From an optimization exercise on the open Yosys and OpenROAD flow, aimed at small area; shortcuts taken in it are not production practice.
In this exercise RTL edits were held to simulation tests only and were not proved equivalent to the original.
The flow treats the clock pin as an ideal source. Dropping or thinning the clock tree relies on that and would not hold on a real chip.
No activity file was given, so power comes from the tool's default toggle rates.

## job 3179
==> flow/design.v (excerpt) <==
module DigitalClock(
    input M_CLOCK,
    input RST,           
    input [3:0] IO_PB,
    input [7:0] IO_DSW,
    output [3:0] IO_SSEGD,
    output [7:0] IO_SSEG,
    output IO_SSEG_COL,
    output [3:0] F_LED,
    output [7:0] IO_LED,
    output TX
    );
export LEC_CHECK = 0
export CAP_MARGIN = 20
export CORE_MARGIN = 2
export CORE_UTILIZATION = 40
export PLACE_DENSITY = 0.6
export SLEW_MARGIN = 20
create_clock -name core_clock -period 10.0 [get_ports {M_CLOCK}]
standard.sh (not shown) runs the stock make flow with config.mk's settings and CLKGATE_MAP_FILE= SYNTH_SCRIPT=/design/flow/synth_recipe.tcl, a recipe that flattens the netlist after the stock synthesis.
==> flow/flow/run.sh <==
#!/bin/bash
# Own layout flow: the standard ORFS flow (standard.sh) with these changes:
#  - synthesis maps logic with an area-oriented ABC script (flow/abc_area.script),
#  - port buffers use the smallest buffer cell (sky130_fd_sc_hd__buf_1),
#  - the clock tree is built by flow/manual_cts.tcl (a root buffer and a few leaf
#    buffers, as set in flow/clock_tree.txt) instead of TritonCTS;
#    the rest of the CTS step (placement legalisation, timing repair) is unchanged.
# Synthesis script, floorplan, power grid, taps, placement and routing are the
# standard flow's. Each tool's output goes to ORFS's logs under orfs/logs, and
# make's full output to make_finish.log here.
set -euo pipefail
work=$(pwd)
rm -rf "$work/scripts_local"
mkdir -p "$work/scripts_local"
cp -r "$FLOW_HOME/scripts/." "$work/scripts_local/"
cp "$work/flow/abc_area.script" "$work/scripts_local/abc_area.script"
read -r nleaf leaf root < "$work/flow/clock_tree.txt"
sed -e "s/@NLEAF@/$nleaf/g" -e "s/@LEAF@/$leaf/g" -e "s/@ROOT@/$root/g" \
  "$work/flow/manual_cts.tcl" > "$work/scripts_local/manual_cts.tcl"
sed -i 's|^log_cmd clock_tree_synthesis {\*}\$cts_args$|source $::env(SCRIPTS_DIR)/manual_cts.tcl|' "$work/scripts_local/cts.tcl"
grep -q 'manual_cts.tcl' "$work/scripts_local/cts.tcl"
bash "$work/standard.sh" \
  "SCRIPTS_DIR=$work/scripts_local" \
  ABC_AREA=1 \
  "BUFFER_PORTS_ARGS=-buffer_cell sky130_fd_sc_hd__buf_1" \
  finish > "$work/make_finish.log" 2>&1
==> flow/flow/abc_area.script <==
strash
ifraig
&get -n
&deepsyn -T 30 -I 10
&put
dch -f
amap
topo
Other scripts of this flow, unchanged in this note and not shown: flow/flow/clock_tree.txt, flow/flow/manual_cts.tcl
Inputs modified between job 3179 and job 7758:
-- flow/config.mk --
<<< job 3179, line 8
export CAP_MARGIN = 20
export CORE_MARGIN = 2
export CORE_UTILIZATION = 40
export PLACE_DENSITY = 0.6
export SLEW_MARGIN = 20
>>> job 7758, line 8
export CAP_MARGIN = 20
export CORE_MARGIN = 2
export CORE_UTILIZATION = 70
export PLACE_DENSITY = 0.85
export SLEW_MARGIN = 20
==> comparison <==
Job 7758 -> job 3179: count of inverters other than clock inverters in the layout delta 0, exact match. As far as post-synthesis instance area is concerned, job 3179 and job 7758 perform about the same. Job 7758 vs. job 3179: overall via count from detail_route rose by 6.0%, routed wire length rose by about 0.34%, clock network fraction of design power stayed essentially flat, starting density of the core rose by 32 points. Delta (job 7758 minus job 3179): final cell area excluding filler cells has decreased, end-of-flow core utilization went up. Of job 3179 and job 7758, the lower via density per instance belongs to job 3179. Compared with job 3179, in job 7758 achievable clock frequency now sits higher; standard cell area after detailed placement went down 1.3%.
The following lists how job 660 was set up differently from job 7758:
-- flow/flow/run.sh --
<<< job 7758, line 3
#  - synthesis maps logic with an area-oriented ABC script (flow/abc_area.script),
#  - port buffers use the smallest buffer cell (sky130_fd_sc_hd__buf_1),
#  - the clock tree is built by flow/manual_cts.tcl (a root buffer and a few leaf
#    buffers, as set in flow/clock_tree.txt) instead of TritonCTS;
>>> job 660, line 3
#  - synthesis maps logic with an area-oriented ABC script (flow/abc_area.script),
#  - port buffers use the smallest buffer cell (sky130_fd_sc_hd__buf_1),
#  - constant outputs share one tie-high and one tie-low cell (no tie fanout repair),
#  - the clock tree is built by flow/manual_cts.tcl (a root buffer and a few leaf
#    buffers, as set in flow/clock_tree.txt) instead of TritonCTS;
<<< job 7758, line 23
  "SCRIPTS_DIR=$work/scripts_local" \
  ABC_AREA=1 \
  "BUFFER_PORTS_ARGS=-buffer_cell sky130_fd_sc_hd__buf_1" \
  finish > "$work/make_finish.log" 2>&1
>>> job 660, line 24
  "SCRIPTS_DIR=$work/scripts_local" \
  ABC_AREA=1 \
  SKIP_REPAIR_TIE_FANOUT=1 \
  "BUFFER_PORTS_ARGS=-buffer_cell sky130_fd_sc_hd__buf_1" \
  finish > "$work/make_finish.log" 2>&1
-- flow/config.mk --
<<< job 7758, line 8
export CAP_MARGIN = 20
export CORE_MARGIN = 2
export CORE_UTILIZATION = 70
export PLACE_DENSITY = 0.85
export SLEW_MARGIN = 20
>>> job 660, line 8
export CAP_MARGIN = 20
export CORE_MARGIN = 2
export CORE_UTILIZATION = 40
export PLACE_DENSITY = 0.6
export SLEW_MARGIN = 20
--- outcome ---
- Re antenna diode count: no difference whatsoever between job 660 and job 7758.
- Changes observed in job 660 relative to job 7758: site row count increased by 33% relative to the old numbers; total power consumption of the routed design increased by about 0.33% relative to the old numbers; power attributed to combinational cells closely matched the old numbers.
## Diff of input files: job 2582 against job 660
-- flow/flow/run.sh --
<<< job 660, line 1
#!/bin/bash
# Own layout flow: the standard ORFS flow (standard.sh) with these changes:
#  - synthesis maps logic with an area-oriented ABC script (flow/abc_area.script),
#  - port buffers use the smallest buffer cell (sky130_fd_sc_hd__buf_1),
#  - constant outputs share one tie-high and one tie-low cell (no tie fanout repair),
>>> job 2582, line 1
#!/bin/bash
# Own layout flow: the standard ORFS flow (standard.sh) with these changes:
#  - synthesis maps logic with several area-oriented ABC scripts
#    (flow/abc_cand_*.script) and keeps the smallest result (flow/best_abc.tcl),
#  - port buffers use the smallest buffer cell (sky130_fd_sc_hd__buf_1),
#  - constant outputs share one tie-high and one tie-low cell (no tie fanout repair),
<<< job 660, line 15
mkdir -p "$work/scripts_local"
cp -r "$FLOW_HOME/scripts/." "$work/scripts_local/"
cp "$work/flow/abc_area.script" "$work/scripts_local/abc_area.script"
read -r nleaf leaf root < "$work/flow/clock_tree.txt"
sed -e "s/@NLEAF@/$nleaf/g" -e "s/@LEAF@/$leaf/g" -e "s/@ROOT@/$root/g" \
>>> job 2582, line 16
mkdir -p "$work/scripts_local"
cp -r "$FLOW_HOME/scripts/." "$work/scripts_local/"
cp "$work"/flow/abc_cand_*.script "$work/flow/best_abc.tcl" "$work/scripts_local/"
sed -i 's|^  log_cmd abc {\*}\$abc_args$|  source $::env(SCRIPTS_DIR)/best_abc.tcl|' "$work/scripts_local/synth.tcl"
grep -q 'best_abc.tcl' "$work/scripts_local/synth.tcl"
read -r nleaf leaf root < "$work/flow/clock_tree.txt"
sed -e "s/@NLEAF@/$nleaf/g" -e "s/@LEAF@/$leaf/g" -e "s/@ROOT@/$root/g" \
==> flow/flow/abc_cand_1.script (new file) <==
strash
ifraig
dc2
balance; rewrite; refactor; balance; rewrite; rewrite -z; balance; refactor -z; rewrite -z; balance
balance; rewrite; refactor; balance; rewrite; rewrite -z; balance; refactor -z; rewrite -z; balance
dch -f
amap
topo
==> flow/flow/abc_cand_2.script (new file) <==
strash
ifraig
dc2
balance; rewrite; refactor; balance; rewrite; rewrite -z; balance; refactor -z; rewrite -z; balance
&get -n
&deepsyn -T 30
&put
dch -f
amap
topo
==> flow/flow/abc_cand_3.script (new file) <==
strash
ifraig
&get -n
&deepsyn -T 30 -I 10
&put
dch -f
amap
topo
==> flow/flow/abc_cand_4.script (new file) <==
strash
dc2
balance; rewrite; refactor; balance; rewrite; rewrite -z; balance; refactor -z; rewrite -z; balance
balance; rewrite; refactor; balance; rewrite; rewrite -z; balance; refactor -z; rewrite -z; balance
dch -f
map -a
topo
==> flow/flow/abc_cand_5.script (new file) <==
strash
ifraig
&get -n
&deepsyn -T 60 -I 20
&put
dch -f
amap
topo
==> flow/flow/best_abc.tcl (new file) <==
# Logic mapping: run ABC with each candidate script (abc_cand_*.script) on the
# same design and keep the mapping with the smallest cell area. Flip-flops are
# mapped before this step and ABC leaves them unchanged.
design -save pre_abc
set best_area -1
set best_name ""
foreach cand [lsort [glob $::env(SCRIPTS_DIR)/abc_cand_*.script]] {
  design -load pre_abc
  set name [file rootname [file tail $cand]]
  set args [lreplace $abc_args 1 1 $cand]
  log_cmd abc {*}$args
  opt_clean
  set statf $::env(OBJECTS_DIR)/$name.stat
  tee -q -o $statf stat {*}$lib_args
  set fp [open $statf r]
  set txt [read $fp]
  close $fp
  if { ![regexp {Chip area for module [^:]*:\s*([0-9.]+)} $txt -> area] } {
    error "no area for $name"
  }
  puts "ABC candidate $name: area $area"
  design -save $name
  if { $best_area < 0 || $area < $best_area } {
    set best_area $area
    set best_name $name
  }
}
puts "ABC candidate chosen: $best_name (area $best_area)"
design -load $best_name
removed: flow/flow/abc_area.script
## What came out
Comparing job 2582 and job 660, the higher via total after detailed routing was measured on job 660.
Highest ir drop seen on vdd: job 2582 vs job 660 down about 0.8%
Diff job 660..job 2582 | global-route usage | negligible
In the metrics for job 2582 and job 660, the one carrying the higher mean number of vias per cell is job 660.
Of job 2582 and job 660, it is job 2582 that has the lower total power.
The combinational power was comparable across job 2582 and job 660.
Any difference in wire length between job 2582 and job 660 is small enough to ignore.
Global placer's final weighted congestion: job 2582 vs job 660, no meaningful difference
Job 2582 against job 660: number of buffers added on ports was more or less identical; minimum period implied by the final worst setup slack shows a reduction of 0.023 ns; worst hold slack saw an increase.
No run of this note takes its clock network from TritonCTS; it comes from the design's own scripts or RTL.


The RTL this note starts from:
==> flow/design.v <==
`timescale 1ns / 1ps
module DigitalClock(
    input M_CLOCK,
    input RST,           
    input [3:0] IO_PB,
    input [7:0] IO_DSW,
    output [3:0] IO_SSEGD,
    output [7:0] IO_SSEG,
    output IO_SSEG_COL,
    output [3:0] F_LED,
    output [7:0] IO_LED,
    output TX
    );
  assign IO_SSEG_COL = 1'b1;
  assign F_LED = 4'b0000;
  assign IO_LED = ~IO_DSW;
  reg [12:0] SecondsCounter;
  reg [5:0]  HowManySeconds;
  reg [2:0]  DigitONE;
  reg [3:0]  DigitTWO;
  reg [2:0]  DigitTHREE;
  reg [3:0]  DigitFOUR;
  wire sc_hi = SecondsCounter[12] & SecondsCounter[9] & SecondsCounter[8] &
               SecondsCounter[7] & SecondsCounter[3];             
  wire tick  = sc_hi & ~SecondsCounter[1] & ~SecondsCounter[0];  
  wire sc_wrap = sc_hi & SecondsCounter[1];                      
  wire pbsmp = (SecondsCounter == 13'd10);
  assign TX = (SecondsCounter >= 13'd2502);
  wire m_clk  = (IO_DSW == 8'b00111111);
  wire m_down = (IO_DSW == 8'b11001110);
  wire m_set  = (IO_DSW == 8'b11001111);
  wire m_sw   = (IO_DSW == 8'b11110010);
  wire m_clr  = (IO_DSW == 8'b11110011);
  wire h60 = HowManySeconds[5] & HowManySeconds[4] & HowManySeconds[3] & HowManySeconds[2];
  wire [2:0] q1 = DigitONE;
  wire [3:0] q2 = DigitTWO;
  wire [2:0] q3 = DigitTHREE;
  wire [3:0] q4 = DigitFOUR;
  wire z4  = ~|q4;
  wire e4  = q4 == 4'd9;
  wire z3  = ~|q3;
  wire e3  = q3 == 3'd5;
  wire z2  = ~|q2;
  wire e2  = q2 == 4'd9;
  wire ge2 = |q2[3:1];
  wire z1  = ~|q1;
  wire o1  = q1 == 3'd1;
  wire s1  = q1 == 3'd6;
  wire tk_clk = tick & m_clk & h60;         
  wire tk_up  = tk_clk | (tick & m_sw);     
  wire tk_dn  = tick & m_down;              
  wire pb_clk = pbsmp & m_clk;
  wire pb_set = pbsmp & m_set;
  wire clr    = pbsmp & m_clr & ~(&IO_PB);
  wire allz   = z4 & z3 & z2 & z1;
  wire dnok   = tk_dn & ~allz;
  wire w4  = tk_up | (pb_set & ~IO_PB[3]);           
  wire up4 = w4 | (pb_clk & ~IO_PB[3]);
  wire b4  = dnok & z4;                               
  wire c4  = tk_up & e4;                              
  wire [3:0] t4; assign t4[0] = up4 | dnok;
  assign t4[1] = t4[0] & (q4[0] ^ dnok);
  assign t4[2] = t4[1] & (q4[1] ^ dnok);
  assign t4[3] = t4[2] & (q4[2] ^ dnok);
  wire zall4 = clr | (w4 & e4);
  wire [3:0] n4 = (q4 ^ t4) & ~{zall4, zall4 | b4, zall4 | b4, zall4};
  wire w3  = c4 | (pb_set & ~IO_PB[2]);
  wire up3 = w3 | (pb_clk & ~IO_PB[2]);
  wire b3  = b4 & z3;
  wire c3  = c4 & e3;
  wire [2:0] t3; assign t3[0] = up3 | b4;
  assign t3[1] = t3[0] & (q3[0] ^ b4);
  assign t3[2] = t3[1] & (q3[1] ^ b4);
  wire zall3 = clr | (w3 & e3);
  wire [2:0] n3 = (q3 ^ t3) & ~{zall3, zall3 | b3, zall3};
  wire c3h = c3 & m_clk & ~z1;                        
  wire pb2c = pb_clk & ~IO_PB[1];
  wire pb2s = pb_set & ~IO_PB[1];
  wire set1 = c3h & ge2;                              
  wire up2 = c3 | pb2c | pb2s;
  wire b2  = b3 & z2;
  wire [3:0] t2; assign t2[0] = up2 | b3;
  assign t2[1] = t2[0] & (q2[0] ^ b3);
  assign t2[2] = t2[1] & (q2[1] ^ b3);
  assign t2[3] = t2[2] & (q2[2] ^ b3);
  wire zall2 = clr | set1 | (((c3 & ~c3h) | pb2s) & e2) | (pb2c & o1 & ge2);
  wire [3:0] n2 = ((q2 ^ t2) & ~{zall2, zall2 | b2, zall2 | b2, zall2}) | {3'b000, set1};
  wire pb1c = pb_clk & ~IO_PB[0];
  wire pb1s = pb_set & ~IO_PB[0];
  wire up1 = (c3 & ~c3h & e2) | pb1c | pb1s;
  wire [2:0] t1; assign t1[0] = up1 | b2;
  assign t1[1] = t1[0] & (q1[0] ^ b2);
  assign t1[2] = t1[1] & (q1[1] ^ b2);
  wire zall1 = clr | set1 | (pb1c & o1) | (pb1s & s1);
  wire [2:0] n1 = (q1 ^ t1) & ~{3{zall1}};
  always @(posedge M_CLOCK) begin
    if (RST) begin
      SecondsCounter <= 13'd0;
      HowManySeconds <= 6'd1;
      DigitONE <= 3'd1;
      DigitTWO <= 4'd2;
      DigitTHREE <= 3'd0;
      DigitFOUR <= 4'd0;
    end else begin
      SecondsCounter <= sc_wrap ? 13'd2 : SecondsCounter + 1'b1;
      if (tick & m_clk) HowManySeconds <= h60 ? 6'd1 : HowManySeconds + 1'b1;
      DigitONE <= n1; DigitTWO <= n2; DigitTHREE <= n3; DigitFOUR <= n4;
    end
  end
  reg  [1:0] PP;
  reg  [4:0] PS;
  reg  [3:0] V;
  wire ps_last = PS[4] & PS[3] & (PS[0] | PS[1] | ~(PP[1] & PP[0]));  
  wire blank = PS[4] & PS[3] & PS[1];
  wire [1:0] dsel = ps_last ? PP + 1'b1 : PP;    
  reg  [3:0] vn;
  always @* begin
    case (dsel)
      2'd0: vn = (DigitONE == 3'd7) ? 4'd1 : {1'b0, DigitONE};
      2'd1: vn = (DigitTWO > 4'd9) ? 4'd2 : DigitTWO;
      2'd2: vn = (DigitTHREE > 3'd5) ? 4'd0 : {1'b0, DigitTHREE};
      default: vn = (DigitFOUR > 4'd9) ? 4'd0 : DigitFOUR;
    endcase
  end
  always @(posedge M_CLOCK) begin
    if (RST) begin
      PP <= 2'd3;
      PS <= 5'd26;
      V <= 4'd15;
    end else begin
      if (ps_last) begin
        PS <= 5'd0;
        PP <= PP + 1'b1;
      end else
        PS <= PS + 1'b1;
      V <= vn;
    end
  end
  assign IO_SSEGD = ~(4'b0001 << PP) | {4{blank}};
  wire [6:0] seg =
    (V == 4'd0) ? 7'b1000000 :
    (V == 4'd1) ? 7'b1111001 :
    (V == 4'd2) ? 7'b0100100 :
    (V == 4'd3) ? 7'b0110000 :
    (V == 4'd4) ? 7'b0011001 :
    (V == 4'd5) ? 7'b0010010 :
    (V == 4'd6) ? 7'b0000010 :
    (V == 4'd7) ? 7'b1011000 :
    (V == 4'd8) ? 7'b0000000 :
    (V == 4'd9) ? 7'b0010000 : 7'b1111111;
  assign IO_SSEG = {~(TX & PP[1] & PP[0]), seg};
endmodule
clock: 10.0 ns
lec_check: 0
cap_margin: 20
core_margin: 2
core_utilization: 65
place_density: 0.8
slew_margin: 20
==> flow/flow/run.sh <==
#!/bin/bash
# Own layout flow: the standard ORFS flow (standard.sh) with these changes:
#  - synthesis maps logic with an area-oriented ABC script (flow/abc_area.script),
#  - port buffers use the smallest buffer cell (sky130_fd_sc_hd__buf_1),
#  - clock tree synthesis takes its arguments from flow/cts_args.txt
#    (no dummy loads, chosen buffer list and clustering).
# Synthesis script, floorplan, power grid, taps, placement and routing are the
# standard flow's. Each tool's output goes to ORFS's logs under orfs/logs, and
# make's full output to make_finish.log here.
set -euo pipefail
work=$(pwd)
rm -rf "$work/scripts_local"
mkdir -p "$work/scripts_local"
cp -r "$FLOW_HOME/scripts/." "$work/scripts_local/"
cp "$work/flow/abc_area.script" "$work/scripts_local/abc_area.script"
cts_args=$(tr '\n' ' ' < "$work/flow/cts_args.txt")
bash "$work/standard.sh" \
  "SCRIPTS_DIR=$work/scripts_local" \
  ABC_AREA=1 \
  "BUFFER_PORTS_ARGS=-buffer_cell sky130_fd_sc_hd__buf_1" \
  "CTS_ARGS=$cts_args" \
  finish > "$work/make_finish.log" 2>&1
==> flow/flow/abc_area.script <==
strash
ifraig
dc2
balance; rewrite; refactor; balance; rewrite; rewrite -z; balance; refactor -z; rewrite -z; balance
&get -n
&deepsyn -T 30
&put
dch -f
amap
topo
==> flow/flow/cts_args.txt <==
-sink_clustering_enable -repair_clock_nets -dont_use_dummy_load -buf_list sky130_fd_sc_hd__clkbuf_4 -root_buf sky130_fd_sc_hd__clkbuf_8
The baseline finished with timing, DRC and antenna clean.
Next try:
==> flow/flow/abc_area.script (replaced) <==
strash
ifraig
dc2
balance; rewrite; refactor; balance; rewrite; rewrite -z; balance; refactor -z; rewrite -z; balance
balance; rewrite; refactor; balance; rewrite; rewrite -z; balance; refactor -z; rewrite -z; balance
dch -f
amap
topo
==> flow/flow/cts_args.txt (replaced) <==
-sink_clustering_enable -repair_clock_nets -dont_use_dummy_load -buf_list sky130_fd_sc_hd__clkbuf_8 -sink_clustering_size 50
--- a/flow/config.mk
+++ b/flow/config.mk
@@ -9,4 +9,4 @@
 export CORE_MARGIN = 2
-export CORE_UTILIZATION = 65
-export PLACE_DENSITY = 0.8
+export CORE_UTILIZATION = 40
+export PLACE_DENSITY = 0.6
 export SLEW_MARGIN = 20
Die area goes up by 61%.
Routed wire length rises by 8.8%.
Global-route usage falls by 10 points.
Cell area is higher by 3.1%.
Via count climbs by 2.5%.
Combinational power went down by 14%.
Next try:
==> flow/flow/abc_area.script (replaced) <==
strash
ifraig
dc2
balance; rewrite; refactor; balance; rewrite; rewrite -z; balance; refactor -z; rewrite -z; balance
&get -n
&deepsyn -T 30
&put
dch -f
amap
topo
==> flow/flow/cts_args.txt (replaced) <==
-sink_clustering_enable -repair_clock_nets -dont_use_dummy_load -buf_list sky130_fd_sc_hd__clkbuf_8
--- a/flow/config.mk
+++ b/flow/config.mk
@@ -9,4 +9,4 @@
 export CORE_MARGIN = 2
-export CORE_UTILIZATION = 40
-export PLACE_DENSITY = 0.6
+export CORE_UTILIZATION = 65
+export PLACE_DENSITY = 0.8
 export SLEW_MARGIN = 20
Outcome: The changed run ran to the end with no violations; routed wire length came out lower by a little under a tenth; area after synthesis came out lower slightly; worst setup slack loses 200 ps; via count came out lower by a few percent; clock skew is about the same; non-clock buffer count stays the same.

-- afterwards: timing with drivers on the ports --
How much do the figures lean on ideal ports? The routed layouts below were timed once more, with nothing changed but the port constraints.
Step 1: set_driving_cell puts a clkbuf_16 on M_CLOCK and a buf_2 on each other input, an assumption about the parent block.
Step 2, shift: input delay + t, output delay - t, t = (earliest + latest rising clock arrival at the registers) / 2. This alone moves slack from input paths to output paths.
Three values: ideal, step 1, step 2; two values: the first two.
| run | t (ns) | slack for setup (ns) | latest minus earliest clock arrival (ns) | slew at the worst register clock pin (ns) | pins driven straight from the clock port |
|---|---|---|---|---|---|
| job 3179 | 0.368 | 4.666 / 4.666 / 4.298 | 0.010 / 0.010 | 0.10 / 0.10 | 1 |
| job 7758 | 0.360 | 4.706 / 4.711 / 4.350 | 0.016 / 0.015 | 0.10 / 0.10 | 1 |
| job 660 | 0.378 | 4.723 / 4.722 / 4.344 | 0.016 / 0.015 | 0.10 / 0.10 | 1 |
| job 2582 | 0.362 | 4.747 / 4.746 / 4.384 | 0.009 / 0.009 | 0.10 / 0.10 | 1 |
| the first run of note 2 | 0.314 | 4.892 / 4.898 / 4.585 | 0.015 / 0.015 | 0.08 / 0.08 | 1 |
| the second run of note 2 | 0.317 | 5.094 / 5.103 / 4.786 | 0.016 / 0.016 | 0.08 / 0.08 | 1 |
| the third run of note 2 | 0.314 | 4.892 / 4.898 / 4.585 | 0.015 / 0.015 | 0.08 / 0.08 | 1 |
After both steps every run listed still meets setup and hold. The setup slack of job 660, which loses most, moves by -0.001 ns with the drivers and by -0.379 ns with both steps.
